This is an optimization exercise on Yosys and OpenROAD, whose aim is small area, not a production implementation. Where RTL was checked, it was by simulation tests only, not by an equivalence proof against the original. For run 1, only the layout was checked, not whether the RTL still works. Power figures rest on the tool's default switching activity, not on a simulated workload.

## flow/design.v (module list and top-level ports; edited modules follow where they fit)
// module fir_7_7: 1148 lines
// module fa: 4 lines
// module sel3: 3 lines
// module add8: 12 lines
module fir_7_7(
    input clk,
    input rst,
    input [7:0] weight_data,
    input [2:0] weight_idx,
    input weight_valid,
    output weight_ready,
    input [7:0] input_data,
    input input_valid,
    output input_ready,
    output [15:0] output_data,
    input output_ready,
    output output_valid
    );
  // ...
==> flow/flow/run.sh <==
#!/bin/bash
# Layout flow: the standard ORFS flow (standard.sh: the standard
# synthesis and every ORFS step), with these settings changed:
#  - the buffers Yosys/ABC inserted are removed at floorplan
#    (REMOVE_ABC_BUFFERS; global placement is not timing driven, so it
#    would not remove them itself), and timing is then repaired by the
#    usual repair steps after placement, CTS and global routing;
#  - the port buffers buffer_ports inserts are the smallest buffer, buf_1;
#  - clock tree synthesis uses clkbuf_8 and no dummy load cells.
# The output of the whole run is kept in standard_flow.log; ORFS keeps each
# step's own log under orfs/logs/.
set -euo pipefail
cd "$(dirname "$0")/.."
export REMOVE_ABC_BUFFERS=1
export BUFFER_PORTS_ARGS="-buffer_cell sky130_fd_sc_hd__buf_1"
export CTS_ARGS="-sink_clustering_enable -repair_clock_nets -buf_list sky130_fd_sc_hd__clkbuf_8 -dont_use_dummy_load"
bash standard.sh finish > standard_flow.log 2>&1
==> flow/standard.sh <==
#!/bin/bash
# synth_recipe.tcl (not shown) runs the flow's synth.tcl, then flattens the netlist and writes it again
# the make line also repeats each setting of config.mk as NAME=value (left out here)
make -C /OpenROAD-flow-scripts/flow DESIGN_CONFIG=/design/flow/config.mk WORK_HOME=/design/flow/orfs CLKGATE_MAP_FILE= SYNTH_SCRIPT=/design/flow/synth_recipe.tcl "${@:-finish}"
==> flow/config.mk <==
export PLATFORM = sky130hd
export DESIGN_NAME = fir_7_7
export DESIGN_NICKNAME = fir_7_7
export VERILOG_FILES = /design/flow/design.v
export SDC_FILE = /design/flow/constraint.sdc
export NUM_CORES = 4
export LEC_CHECK = 0
export CAP_MARGIN = 20
export CELL_PAD_IN_SITES_DETAIL_PLACEMENT = 1
export CELL_PAD_IN_SITES_GLOBAL_PLACEMENT = 1
export CORE_MARGIN = 2
export CORE_UTILIZATION = 40
export CTS_BUF_LIST = sky130_fd_sc_hd__clkbuf_8
export GPL_TIMING_DRIVEN = 0
export SLEW_MARGIN = 20
export SYNTH_HIERARCHICAL = 1
export SYNTH_MINIMUM_KEEP_SIZE = 0
==> flow/constraint.sdc <==
create_clock -name core_clock -period 8.0 [get_ports {clk}]
set_input_delay 1.6000 -clock core_clock [delete_from_list [all_inputs] [get_ports {clk}]]
set_output_delay 1.6000 -clock core_clock [all_outputs]
set_load 0.01 [all_outputs]
==> results.json, run 1 <==
{
  "cts_tree": "built",
  "fin_crit_sh_pct": 91.1,
  "cp.depth": 26,
  "routed-wl-met3_mm": 4.13,
  "drc_errors": 0,
  "first_pass_iters": 14,
  "worst_setup_path_start_kind": "flip-flop",
  "min_period_ns": 7.29,
  "dp.cells": 1651,
  "path_buf_inv": 5,
  "yosys.area_share.simple_pct": 11.4,
  "yosys.area.top_type": "fa_1",
  "hold_slack_ns": 0.332,
  "hold_violations": 0,
  "clock_power_mw": 0.481,
  "crit_fanout": 8,
  "maxCapViolations": 0,
  "worstSkewPairLatency_ns": 0.51,
  "fin_ws_ns": 0.712,
  "nFillCells": 3639,
  "top_register": "result",
  "status": "no timing/DRC/antenna violations",
  "synth_compound_area_share_pct": 21.0,
  "synth_edf_count": 0,
  "ys_async_sr_fraction_pct": 0,
  "crit_top_cell": "fa_1",
  "h-tree-depth": 4
}
==> module add8, before the edit <==
module add8(input [7:0] a, input [7:0] b, output [8:0] s);
    wire [7:0] g = a & b;
    wire [7:0] p = a ^ b;
    wire [8:0] c;
    assign c[0] = 1'b0;
    assign c[1] = g[0];
    genvar i;
    generate for (i = 1; i < 8; i = i + 1) begin : rc
        assign c[i + 1] = g[i] | (p[i] & c[i]);
    end endgenerate
    assign s = {c[8], p ^ c[7:0]};
endmodule
==> inputs of run 2 (changes only) <==
--- a/flow/design.v
+++ b/flow/design.v
@@ -619,28 +619,30 @@
     wire pn6_7_2 = ~(x6[7] & w6[2]);
     wire pn6_7_3 = ~(x6[7] & w6[3]);
     wire pn6_7_4 = ~(x6[7] & w6[4]);
     wire pn6_7_5 = ~(x6[7] & w6[5]);
     wire pn6_7_6 = ~(x6[7] & w6[6]);
     wire pn6_7_7 = ~(x6[7] & w6[7]);
     wire s1, c2;
     fa u_s1 (pn6_0_0, pp0_0_0, pp1_0_0, s1, c2);
-    wire s3 = ~(pp2_0_0 ^ s1);
-    wire c4 = pp2_0_0 | s1;
+    wire s3, c4;
+    xnor2m u_s3 (pp2_0_0, s1, s3);
+    or2m u_c4 (pp2_0_0, s1, c4);
     wire s5, c6;
     fa u_s5 (pn6_0_1, pn6_1_0, pp0_0_1, s5, c6);
     wire s7, c8;
     fa u_s7 (pp0_1_0, pp1_0_1, pp1_1_0, s7, c8);
     wire s9, c10;
     fa u_s9 (pp2_0_1, pp2_1_0, c2, s9, c10);
     wire s11, c12;
     fa u_s11 (s5, s7, c4, s11, c12);
-    wire s13 = ~(s9 ^ s11);
-    wire c14 = s9 | s11;
+    wire s13, c14;
+    xnor2m u_s13 (s9, s11, s13);
+    or2m u_c14 (s9, s11, c14);
     wire s15, c16;
     fa u_s15 (pn6_0_2, pn6_1_1, pn6_2_0, s15, c16);
     wire s17, c18;
     fa u_s17 (s15, pp0_0_2, pp0_1_1, s17, c18);
     wire s19, c20;
     fa u_s19 (pp0_2_0, pp1_0_2, pp1_1_1, s19, c20);
     wire s21, c22;
     fa u_s21 (pp1_2_0, pp2_0_2, pp2_1_1, s21, c22);
@@ -669,18 +671,19 @@
     wire s45, c46;
     fa u_s45 (c22, s35, s37, s45, c46);
     wire s47, c48;
     fa u_s47 (s39, s41, c24, s47, c48);
     wire s49, c50;
     fa u_s49 (c26, s43, s45, s49, c50);
     wire s51, c52;
     fa u_s51 (s47, c28, s49, s51, c52);
-    wire s53 = ~(c30 ^ s51);
-    wire c54 = c30 | s51;
+    wire s53, c54;
+    xnor2m u_s53 (c30, s51, s53);
+    or2m u_c54 (c30, s51, c54);
     wire s55, c56;
     fa u_s55 (pn6_0_4, pn6_1_3, pn6_2_2, s55, c56);
     wire s57, c58;
     fa u_s57 (pn6_3_1, pn6_4_0, c32, s57, c58);
     wire s59, c60;
     fa u_s59 (s55, pp0_0_4, pp0_1_3, s59, c60);
     wire s61, c62;
     fa u_s61 (pp0_2_2, pp0_3_1, pp0_4_0, s61, c62);
@@ -701,18 +704,19 @@
     wire s77, c78;
     fa u_s77 (s69, c44, c46, s77, c78);
     wire s79, c80;
     fa u_s79 (s71, c48, s73, s79, c80);
     wire s81, c82;
     fa u_s81 (s75, s77, c50, s81, c82);
     wire s83, c84;
     fa u_s83 (s79, c52, s81, s83, c84);
-    wire s85 = ~(c54 ^ s83);
-    wire c86 = c54 | s83;
+    wire s85, c86;
+    xnor2m u_s85 (c54, s83, s85);
+    or2m u_c86 (c54, s83, c86);
     wire s87, c88;
     fa u_s87 (pn6_0_5, pn6_1_4, pn6_2_3, s87, c88);
     wire s89, c90;
     fa u_s89 (pn6_3_2, pn6_4_1, pn6_5_0, s89, c90);
     wire s91, c92;
     fa u_s91 (c56, s87, s89, s91, c92);
     wire s93, c94;
     fa u_s93 (pp0_0_5, pp0_1_4, pp0_2_3, s93, c94);
@@ -741,18 +745,19 @@
     wire s117, c118;
     fa u_s117 (s107, s109, s111, s117, c118);
     wire s119, c120;
     fa u_s119 (s113, c78, c80, s119, c120);
     wire s121, c122;
     fa u_s121 (s115, s117, c82, s121, c122);
     wire s123, c124;
     fa u_s123 (s119, s121, c84, s123, c124);
-    wire s125 = ~(c86 ^ s123);
-    wire c126 = c86 | s123;
+    wire s125, c126;
+    xnor2m u_s125 (c86, s123, s125);
+    or2m u_c126 (c86, s123, c126);
     wire s127, c128;
     fa u_s127 (pn6_0_6, pn6_1_5, pn6_2_4, s127, c128);
     wire s129, c130;
     fa u_s129 (pn6_3_3, pn6_4_2, pn6_5_1, s129, c130);
     wire s131, c132;
     fa u_s131 (pn6_6_0, c88, c90, s131, c132);
     wire s133, c134;
     fa u_s133 (s127, s129, pp0_0_6, s133, c134);
@@ -789,18 +794,19 @@
     wire s165, c166;
     fa u_s165 (c114, c116, s159, s165, c166);
     wire s167, c168;
     fa u_s167 (c118, s161, s163, s167, c168);
     wire s169, c170;
     fa u_s169 (c120, s165, s167, s169, c170);
     wire s171, c172;
     fa u_s171 (c122, s169, c124, s171, c172);
-    wire s173 = ~(c126 ^ s171);
-    wire c174 = c126 | s171;
+    wire s173, c174;
+    xnor2m u_s173 (c126, s171, s173);
+    or2m u_c174 (c126, s171, c174);
     wire s175, c176;
     fa u_s175 (pn6_0_7, pn6_1_6, pn6_2_5, s175, c176);
     wire s177, c178;
     fa u_s177 (pn6_3_4, pn6_4_3, pn6_5_2, s177, c178);
     wire s179, c180;
     fa u_s179 (pn6_6_1, pn6_7_0, c128, s179, c180);
     wire s181, c182;
     fa u_s181 (c130, s175, s177, s181, c182);
@@ -845,18 +851,19 @@
     wire s221, c222;
     fa u_s221 (s213, c164, s215, s221, c222);
     wire s223, c224;
     fa u_s223 (s217, c166, s219, s223, c224);
     wire s225, c226;
     fa u_s225 (c168, s221, s223, s225, c226);
     wire s227, c228;
     fa u_s227 (c170, s225, c172, s227, c228);
-    wire s229 = ~(c174 ^ s227);
-    wire c230 = c174 | s227;
+    wire s229, c230;
+    xnor2m u_s229 (c174, s227, s229);
+    or2m u_c230 (c174, s227, c230);
     wire s231, c232;
     fa u_s231 (pn6_1_7, pn6_2_6, pn6_3_5, s231, c232);
     wire s233, c234;
     fa u_s233 (pn6_4_4, pn6_5_3, pn6_6_2, s233, c234);
     wire s235, c236;
     fa u_s235 (pn6_7_1, c176, c178, s235, c236);
     wire s237, c238;
     fa u_s237 (s231, s233, pp0_0_8, s237, c238);
@@ -1145,23 +1152,27 @@
     wire [7:0] hi = hi_a + hi_b;
     assign sum[14:8] = hi[6:0];
     assign sum[15] = hi[7] ^ ~pp0_7_8 ^ ~pp1_7_8 ^ ~pp2_7_8 ^ ~c494 ^ ~c496 ^ ~c498 ^ ~c500 ^ ~c502 ^ ~c504 ^ ~c506 ^ ~c508 ^ ~c510;
 endmodule
 module fa(input a, input b, input c, output s, output co);
     assign s = a ^ b ^ c;
     assign co = (a & b) | (a & c) | (b & c);
 endmodule
+module xnor2m(input a, input b, output y);
+    assign y = ~(a ^ b);
+endmodule
+module or2m(input a, input b, output y);
+    assign y = a | b;
+endmodule
 module sel3(input sa, input sb, input sab, input a, input b, input ab, output y);
     assign y = ~((sa & a) | (sb & b) | (sab & ab));
 endmodule
 module add8(input [7:0] a, input [7:0] b, output [8:0] s);
-    wire [7:0] g = a & b;
-    wire [7:0] p = a ^ b;
-    wire [8:0] c;
-    assign c[0] = 1'b0;
-    assign c[1] = g[0];
+    wire [7:1] c;
+    assign s[0] = a[0] ^ b[0];
+    assign c[1] = a[0] & b[0];
     genvar i;
-    generate for (i = 1; i < 8; i = i + 1) begin : rc
-        assign c[i + 1] = g[i] | (p[i] & c[i]);
+    generate for (i = 1; i < 7; i = i + 1) begin : rc
+        fa u_fa (a[i], b[i], c[i], s[i], c[i + 1]);
     end endgenerate
-    assign s = {c[8], p ^ c[7:0]};
+    fa u_fa7 (a[7], b[7], c[7], s[7], s[8]);
 endmodule
==> run 2 against run 1 <==
  * Cell area decreased by 0.85%
  * Final cell count down 1.3%
  * Routed wire length down 0.60%
  * Still clean on timing, DRC and antenna
  * Utilization is 0.15 points lower
  * Largest cell class unchanged
  * Largest power group unchanged
  * Non-clock buffer count unchanged
  * Synthesized cell count fell by 1.8%
==> results.json, run 2 <==
{
  "ys_seq_elements": 158,
  "fin_ws_ns": 0.748,
  "dieArea_mm2": 0.0353,
  "h-tree-depth": 4,
  "drive_gt1_share_pct": 2.75,
  "slew_headroom_pct": 32.7,
  "yosys-top-cells-area": "fa_1 40%, dfxtp_1 23%, a222oi_1 14%",
  "synth_compound_area_share_pct": 21.1,
  "cts_buffers": 17,
  "core_mm2": 0.0334,
  "drc_errors": 0,
  "synth_top_cell_area_share_pct": 40.0,
  "hold_violations": 0,
  "antenna_found_initial": 0,
  "fin_worst_skew_ns": 0.0472,
  "worst_setup_path_start_kind": "flip-flop",
  "yosysUniqueCellTypes": 35,
  "yosysSeqAreaShare_pct": 23.4,
  "vias": 11000,
  "ant_nets": 0,
  "syn_area_per_cell_um2": 11.4,
  "fin_area_mm2": 0.0144,
  "endpoint_kind": "flip-flop",
  "worstPathArrival_ns": 7.67,
  "cts.sinks": 158,
  "cts_setup_buffers": 0,
  "synth_top_family_by_area": "adder cells",
  "clockBufferDepth": 2,
  "min_period_ns": 7.25,
  "p_leak_nw": 3.20,
  "fp-row-count": 67,
  "maxCapViolations": 0,
  "status": "no timing/DRC/antenna violations",
  "yosys.area_share.simple_pct": 11.5,
  "wl_per_cell_um": 29.1,
  "setup_viol": 0,
  "fin_tns_setup_ns": 0,
  "final_cell_mix": "270 x fa_1, 205 x nand2_1, 192 x a222oi_1",
  "hold_buffers": 0,
  "synthToLayoutAreaGrowth_pct": 6.18,
  "critPathKind": "flip-flop to flip-flop",
  "portBuffers": 42,
  "crit_fanout": 9,
  "worst_hold_path_type": "flip-flop to flip-flop",
  "fin_crit_sh_pct": 90.7,
  "drtIter0Drc": 2565,
  "ys_warn_count": 7,
  "pre_cts_slack_ns": 0.738,
  "nets": 1503,
  "slew_violations": 0,
  "grt_pass1_wl_mm": 74.7,
  "synth_mux_area_share_pct": 0,
  "place_hpwl_mm": 39.2,
  "synthFlopType": "dfxtp_1",
  "yosysMostFrequentCell": "fa_1",
  "rsz0062_at_grt": "false",
  "globalplace.congestion": 0.946,
  "first_pass_iters": 14,
  "via_per_inst": 6.65,
  "synth-xor-area-share_pct": 1.50,
  "netlist_top_cells_count": "270 x fa_1, 206 x nand2_1, 192 x a222oi_1",
  "netlist_area_mm2": 0.0135,
  "boundaryPins": 43,
  "synth_edf_count": 0,
  "worst_pin_slew_ns": 1.00,
  "start_util_pct": 40.5,
  "top_register": "result",
  "antenna_cells": 0,
  "grt_max_degree": 58,
  "cts-resized-gates": 0,
  "fp.dieW_um": 188,
  "final_common_cell": "fa_1",
  "powerDensity_mw_per_mm2": 95.5,
  "ys_async_sr_fraction_pct": 0,
  "synth_cells": 1182,
  "die_h_um": 188,
  "cts_tree": "built",
  "total_power_mw": 1.37,
  "worstSkewPairLatency_ns": 0.52,
  "yosys.area.top_type": "fa_1",
  "ir_drop_mv": 0.101,
  "finalWirelength_mm": 48.0,
  "synth_fa_ha_area_share_pct": 40.7,
  "cts-root-buf": "clkbuf_8",
  "dpl-instance-area_mm2": 0.0141,
  "grt_usage_pct": 28.3,
  "grt_pass1_vias": 11700,
  "fmax_mhz": 138,
  "worstPathRequired_ns": 8.42,
  "grt_overflow": 0,
  "cts.clk_slew.worst_paths_ns": 0.08,
  "largest_reg_flops": 16
}
[run 2: changes by cell type after synthesis, sizes merged, moves of 2 or more]
cell | before | now
inv | 40 | 12
nand2 | 227 | 206
nor2 | 11 | 30
ha | 15 | 8
or2 | 0 | 7
xnor2 | 9 | 15
nand3 | 5 | 8
a21oi | 77 | 79
buf | 19 | 17
xor2 | 1 | 3
[run 2: final timing paths]
path | from | endpoint | slack [ns] | cells past startpoint
setup / recovery | w6[5] | result[15] | 0.75 | 21
hold / removal | ov_d | ov_r | 0.33 | 0
setup reg to reg | w6[5] | result[15] | 0.75 | 21
hold reg to reg | ov_d | ov_r | 0.33 | 0
[run 2: Yosys stat by module, one instance, submodules excluded]
module | times used | cells inside | cell area [um2]
fa | 269 | 1 | 20.0
fir_7_7 | 1 | 704 | 6070
xnor2m | 7 | 1 | 8.76
add8 | 3 | 1 | 12.5
or2m | 7 | 1 | 6.26
sel3 | 192 | 1 | 10.0
[run 2: routing by layer]
metal	up-vias	global-route usage, %	part of all wire [%]
met2	604	46.4	48
met4	0	10.8	3.7
met5	-	0	0
met1	5744	38.2	40
met3	58	4.14	8.4
li1	4551	-	-
[run 2: cell families after synthesis]
kind of cell,after synthesis
xor+xnor,20
simple gates,337
flops,158
buf+inv,57
fa+ha+maj,278
compound gates,332
[run 2: area by class of cell]
| type | count | area (um2) |
|---|---|---|
| inverter | 12 | 47.5 |
| clock buffer | 17 | 234 |
| tap | 448 | 561 |
| sequential | 158 | 3160 |
| multi-input combinational | 967 | 10100 |
| fill | 3665 | 19000 |
| timing repair buffer | 45 | 219 |
[run 2: per-stage QoR]
step	utilization, %	hold WS [ns]	instances
6_report	43.0	0.330	1647
5_1_grt	43.0	0.347	1647
4_1_cts	43.0	0.333	1647
3_5_place_dp	42.3	0.315	1630
3_3_place_gp	42.1	0.311	1627
2_1_floorplan	-	0.310	1137
[run 2: worst max-delay path, stage by stage, from the launching register on]
cell and delay [ns]:
dfxtp_1 0.56, nand2_1 0.15, fa_1 0.52, fa_1 0.44, fa_1 0.49, fa_1 0.56, fa_1 0.45, fa_1 0.53
fa_1 0.45, fa_1 0.43, fa_1 0.53, or2_1 0.13, fa_1 0.16, inv_1 0.04, ha_1 0.21, fa_1 0.40
and3b_1 0.23, a221oi_2 0.28, xnor2_1 0.13, xnor2_1 0.23, nand3_1 0.14, a21oi_2 0.12
[run 2: power breakdown]
part           total [mW]  leakage (nW)  internal [mW]  switching, mW
sequential          0.823          1.28          0.797         0.0268
combinational      0.0787          1.80         0.0191         0.0596
clock               0.468         0.122          0.187          0.281

-- what the ideal ports hide --
Ports are ideal in the flow. The routed layouts listed here were re-timed in OpenROAD.
Step 1 sets driving cells, clkbuf_16 on the clock port and buf_2 on the other inputs (assumed; they add their load-dependent delay and slew).
Step 2 adds t to the input delays and takes it off the output delays; t is the mean of the earliest and latest rising clock arrival at the registers after step 1. Input paths then give back, and output paths get back, about the clock's delay inside the block.
Three values: ideal, step 1, step 2; two values: the first two.
| run | shift t [ns] | setup slack, ns | clock arrival spread, ns | worst register clock-pin slew, ns |
|---|---|---|---|---|
| run 1 | 0.540 | 0.712 / 0.712 / 0.712 | 0.032 / 0.031 | 0.10 / 0.10 |
| run 2 | 0.547 | 0.748 / 0.748 / 0.748 | 0.047 / 0.047 | 0.11 / 0.11 |
After both steps every run listed still meets setup and hold.
